This design comes from an exercise in tuning for small area, a short achievable clock period and few clock cycles on the open sky130 flow, not from production work. Only the layout flow was run in this run; the RTL was not checked for function there.

==> flow/design.v <==
module muldiv (result, valid, clock, reset, start, opera1, opera2, muordi);
output [63:0] result;
output valid;
input [31:0] opera1;
input [63:0] opera2;
input  start, reset, muordi, clock;
reg        valid;
reg        busy;       
reg        negcyc;     
reg        dv;         
reg        pre;        
reg        post;       
reg        sa;         
reg        prev;       
reg [3:0]  cnt;
reg [64:0] P;          
reg [32:0] M;          
assign result = P[63:0];
wire dolast = dv ? (cnt == 4'd15) : (cnt == 4'd7);
wire [31:0] Dm = M[31:0] ^ {32{sa}};
wire [31:0] Dabove;    
genvar gi;
generate for (gi = 0; gi < 32; gi = gi + 1) begin : g_dab
    if (gi == 31) assign Dabove[gi] = 1'b0;
    else          assign Dabove[gi] = |Dm[31:gi+1];
end endgenerate
wire        skip = dv & ~P[63] & ~|P[62:56] & ~|(P[55:24] & ~Dabove) & (cnt <= 4'd11);
wire [34:0] Mx  = {{2{M[32]}}, M};
wire [34:0] M2x = {M[32], M, 1'b0};
wire        d1_neg = ~(P[63] ^ sa);
wire        s1_one = dv ? ~negcyc : P[0] ^ prev;
wire        s1_two = ~dv & ((P[1] & ~P[0] & ~prev) | (~P[1] & P[0] & prev));
wire        s1_neg = negcyc ? 1'b0 : dv ? d1_neg : P[1];
wire [34:0] B1 = (({35{s1_one}} & Mx) | ({35{s1_two}} & M2x)) ^ {35{s1_neg}};
wire [34:0] A1 = negcyc ? {3'b000, ~P[31:0]} :
                 dv     ? {{2{P[64]}}, P[64:63], P[62:31]} :
                          {{2{P[64]}}, P[64:32]};
wire        c1 = negcyc | s1_neg;
wire [34:0] S1;
pfx_add #(35) u_add1 (.a(A1), .b(B1), .cin(c1), .s(S1));
wire        q1 = ~S1[31];
wire        d2_neg = ~(S1[31] ^ sa);
wire        s2_one = dv ? ~negcyc : P[2] ^ P[1];
wire        s2_two = ~dv & ((P[3] & ~P[2] & ~P[1]) | (~P[3] & P[2] & P[1]));
wire        s2_neg = negcyc ? 1'b0 : dv ? d2_neg : P[3];
wire [34:0] B2 = (({35{s2_one}} & Mx) | ({35{s2_two}} & M2x)) ^ {35{s2_neg}};
wire [34:0] A2 = negcyc ? {3'b000, ~P[63:32]} :
                 dv     ? {S1[34:32], S1[30:0], P[30]} :
                          {{2{S1[34]}}, S1[34:2]};
wire        c2 = negcyc ? S1[32] : s2_neg;
wire [34:0] S2;
pfx_add #(35) u_add2 (.a(A2), .b(B2), .cin(c2), .s(S2));
wire        q2 = ~S2[31];
always @(posedge clock or posedge reset)
begin
    if (reset) begin
        valid <= 1'b0;
        busy <= 1'b0;
        negcyc <= 1'b0;
    end else if (start) begin
        valid <= 1'b0;
        busy <= 1'b1;
        negcyc <= muordi & opera2[63];
    end else if (busy) begin
        if (negcyc) begin
            negcyc <= 1'b0;
            if (~pre) begin
                busy <= 1'b0;
                valid <= 1'b1;
            end
        end else if (dolast) begin
            if (dv & post)
                negcyc <= 1'b1;
            else begin
                busy <= 1'b0;
                valid <= 1'b1;
            end
        end
    end
end
always @(posedge clock)
begin
    if (start) begin
        dv <= muordi;
        cnt <= 4'd0;
        prev <= 1'b0;
        pre <= opera2[63];
        post <= opera1[31] ^ opera2[63];
        sa <= opera1[31];
        if (muordi) begin
            M <= {opera1[31], opera1};
            P <= {1'b0, opera2};
        end else begin
            M <= {opera2[63], opera2[31:0]};
            P <= {33'd0, opera1};
        end
    end else if (busy) begin
        if (negcyc) begin
            P <= {1'b0, S2[31:0], S1[31:0]};
            pre <= 1'b0;
        end else if (skip) begin
            cnt <= cnt + 4'd4;
            P <= {1'b0, P[55:0], 8'd0};
        end else begin
            cnt <= cnt + 4'd1;
            if (dv)
                P <= {S2[31], S2[31:0], P[29:0], q1, q2};
            else begin
                P <= {S2[34:2], S2[1:0], S1[1:0], P[31:4]};
                prev <= P[3];
            end
        end
    end
end
endmodule
module pfx_add #(parameter W = 35) (a, b, cin, s);
input  [W-1:0] a, b;
input          cin;
output [W-1:0] s;
localparam L = $clog2(W);
wire [W-1:0] pp = a ^ b;
wire [W-1:0] g [0:L];
wire [W-1:0] p [0:L];
assign g[0] = (a & b) | {{(W-1){1'b0}}, pp[0] & cin};
assign p[0] = pp;
genvar k, i;
generate for (k = 0; k < L; k = k + 1) begin : g_lvl
    for (i = 0; i < W; i = i + 1) begin : g_bit
        if ((i >> k) & 1) begin : g_op
            assign g[k+1][i] = g[k][i] | (p[k][i] & g[k][((i >> k) << k) - 1]);
            assign p[k+1][i] = p[k][i] & p[k][((i >> k) << k) - 1];
        end else begin : g_pass
            assign g[k+1][i] = g[k][i];
            assign p[k+1][i] = p[k][i];
        end
    end
end endgenerate
assign s = pp ^ {g[L][W-2:0], cin};
endmodule
==> flow/run.sh <==
#!/bin/bash
# synth_recipe.tcl (not shown) runs the flow's synth.tcl, then flattens the netlist and writes it again
# the make line also repeats each setting of config.mk as NAME=value (left out here)
make -C /OpenROAD-flow-scripts/flow DESIGN_CONFIG=/design/flow/config.mk WORK_HOME=/design/flow/orfs CLKGATE_MAP_FILE= SYNTH_SCRIPT=/design/flow/synth_recipe.tcl finish
==> flow/config.mk <==
export PLATFORM = sky130hd
export DESIGN_NAME = muldiv
export DESIGN_NICKNAME = muldiv
export VERILOG_FILES = /design/flow/design.v
export SDC_FILE = /design/flow/constraint.sdc
export NUM_CORES = 4
export LEC_CHECK = 0
export CAP_MARGIN = 20
export CORE_MARGIN = 2
export CORE_UTILIZATION = 45
export SETUP_SLACK_MARGIN = 5
export SLEW_MARGIN = 20
==> flow/constraint.sdc <==
create_clock -name core_clock -period 14.0 [get_ports {clock}]
set_input_delay 2.8000 -clock core_clock [delete_from_list [all_inputs] [get_ports {clock}]]
set_output_delay 2.8000 -clock core_clock [all_outputs]
set_load 0.01 [all_outputs]
==> impl_metrics.tcl <==
set metrics [dict create \
    status "complete, no violations" \
    synth-seq-area-share_pct 25.2 \
    root_buffer "clkbuf_16" \
    busiest_layer "met1" \
    path_delay_family "compound AO/OA/AOI/OAI gates" \
    wirelength_mm 50.0 \
    grtUsageMet1_pct 48.1 \
    ant_nets 0 \
    clk_path_buf_depth 2 \
    io_buffers 164 \
    pre_cts_ws_ns 5.05 \
    critical_path_required_ns 14.21 \
    drc 0 \
    core_area_um2 27900 \
    ys_warn_count 2 \
    dr.pass1.iters 9 \
    hpwl_mm 35.6 \
    crit_path_max_fanout 80 \
    vias 12464 \
    hold_viol 0 \
    area_growth_pct 13.9 \
    cpPeakStageDelay_ns 0.58 \
    syn-num-nets 1678 \
    gp_congestion 1.00 \
    dp_cells 1886 \
    initial_core_util_pct 46.0 \
    syn-cell-area_um2 12900 \
    avgSynthCellArea_um2 8.58 \
    nets 1701 \
    fin_crit_ns 8.56 \
    worstPathArrival_ns 8.76 \
    htreeDepth 3 \
    slew-limit-headroom_pct 25.2 \
    synth.area.top_cells "edfxtp_1 (24%), ha_1 (6.4%), xnor2_1 (5.9%)" \
    rsz0062_at_grt "false" \
    final.setup.tns_ns 0 \
    synth_async_sr_flop_share_pct 2.73 \
    clock_skew_ns 0.0181 \
    cts_tree "built" \
    critPathSlowestCell "edfxtp_1" \
    nFillCells 2676 \
    setup_slack_ns 5.44 \
    use_met3_pct 5.36 \
    crit_buf_inv 4 \
    use_met2_pct 45.0 \
    drv_cap 0 \
    synth_common_cells "a21oi_1 (115), nand2_1 (115), edfxtp_1 (102)" \
    postLayoutCoreUtil_pct 52.4 \
    die_area_um2 29900 \
    placed_area_um2 14300 \
    synthFlopType "edfxtp_1" \
    hold_class "reg2reg" \
    path_clk_slew_ns 0.10 \
    hold-worst-slack_ns 0.523 \
    wire_per_inst_um 26.2 \
    overflow 0 \
    crit_path_frequent_cell "fa_1" \
    hold_path.startpoint "valid$_DFFE_PP0P_" \
    grt_pass1_vias 11312 \
    startpoint_type "flip-flop" \
    cts_buffers 9 \
    fp.dieH_um 173 \
    fin_cells 1905 \
    placementRows 61 \
    drv_slew 0 \
    worst_pin_slew_ns 1.12 \
    synth_edf_count 102 \
    critPathKind "reg2reg" \
    design_area_um2 14600 \
    ios 165 \
    fmax_ghz 0.117 \
    yosysTopAreaCellShare_pct 23.8 \
    critPathCaptureType "flip-flop" \
    gr-usage-all-layers_pct 31.6 \
    finalSetupViolations 0 \
    syn_inst 1498 \
    ys_seq_elements 110 \
    die_w_um 173 \
    cp-startpoint "dv$_DFFE_PP_" \
    worst_skew_pair.late_latency_ns 0.38 \
    antenna_found_initial 0 \
    grt_max_degree 160 \
    cts_sinks 110 \
    drt_iter0_drc 1870 \
    min_period_over_period_pct 61.1 \
    reg2reg_from "dv$_DFFE_PP_" \
    synth_top_area_cell "edfxtp_1" \
    holdBufCountCts 0 \
    ys_types 79 \
    drive_above_1_share_pct 7.67 \
    grt_pass1_wl_mm 71.9 \
    viasPerCell 6.54 \
]
[state kept, by name, summed over array words and instances (netlist names)]
register / count
M: 33
cnt: 4
prev: 1
negcyc: 1
busy: 1
sa: 1
dv: 1
valid: 1
P: 65
pre: 1
post: 1
[timing repair]
| item | 4_1_cts | 5_1_grt |
|---|---|---|
| gates resized for setup | 0 | 7 |
| endpoints found under the setup margin | 0 | 6 |
| setup buffers | 0 | 1 |
[final cells by class]
class	instances	area [um^2]	area share (%)
Inverter	45	169	1.15
Clock buffer	10	250	1.71
Multi-Input combinational cell	1166	8560	58.5
Antenna cell	1	2.50	0.0171
Tap cell	378	473	3.23
Sequential cell	110	3240	22.1
Timing Repair Buffer	189	1870	12.8
Clock inverter	6	77.6	0.530
[layer usage]
metal	routed length, um	vias up	share of wire, %
li1	-	5592	-
met1	22700	5977	45
met2	20100	792	40
met3	5560	103	11
met4	1610	0	3.2
met5	0	-	0
[worst min-delay path, stage by stage (launching register included)]
cell and delay [ns]:
dfrtp_1 0.36, a21oi_1 0.04, nor2_1 0.08
[cell usage in the layout, fill, tap and decap left out, drive strengths merged, types with 23 or more instances in the layout]
cell type | Yosys | routed
a21oi | 116 | 116
o21ai | 70 | 70
a21o | 23 | 23
a211oi | 53 | 53
nor2b | 36 | 36
ha | 66 | 66
mux2i | 62 | 62
edfxtp | 102 | 102
a22oi | 73 | 73
mux2 | 48 | 48
nand2 | 115 | 115
inv | 44 | 47
xnor2 | 86 | 86
nor2 | 85 | 85
clkdlybuf4s50 | 0 | 162
buf | 95 | 26
xor2 | 38 | 38
[final timing paths]
path | cells after the start | endpoint | slack, ns
max | 30 | P[63]$_DFFE_PP_ | 5.44
min reg2reg | 2 | valid$_DFFE_PP0P_ | 0.52
max reg2reg | 30 | P[63]$_DFFE_PP_ | 5.44
max in group asynchronous | 2 | negcyc$_DFFE_PP0P_ | 11.25
min | 2 | valid$_DFFE_PP0P_ | 0.52
min in group asynchronous | 2 | negcyc$_DFFE_PP0P_ | 2.59
[cell families (layout without fill, tap and decap cells)]
logic type / after synthesis / in the layout / synth area share [%]
buf+inv: 222 / 250 / 8.61
simple gates: 350 / 350 / 13.0
compound gates: 501 / 501 / 26.9
xor+xnor: 125 / 125 / 8.63
other cells: 0 / 1 / 0
fa+ha+maj: 80 / 80 / 8.60
flops: 110 / 110 / 25.2
mux: 110 / 110 / 9.03

## separate check: timing with driven ports
The flow's constraints put no driver on any port. The routed layout listed below was extracted and timed again, unchanged, in two steps.
Step 1 sets driving cells, clkbuf_16 on the clock port and buf_2 on the other inputs (assumed; they add their load-dependent delay and slew).
Step 2 times the ports against the registers' clock, not the clock port: input delays grow and output delays shrink by t, the midpoint of the rising clock arrivals with the driver on.
Three values: no drivers, after step 1, after step 2; two values: the first two.
t, ns: 0.424
setup WS [ns]: 5.443 / 5.443 / 5.443
clock arrival spread, ns: 0.018 / 0.018
worst register clock-pin slew, ns: 0.10 / 0.10
worst slew at a driven data input, ns: 0.04
After both steps this run still meets setup and hold. The setup slack of this run moves by 0.000 ns with the drivers and by 0.000 ns with both steps.
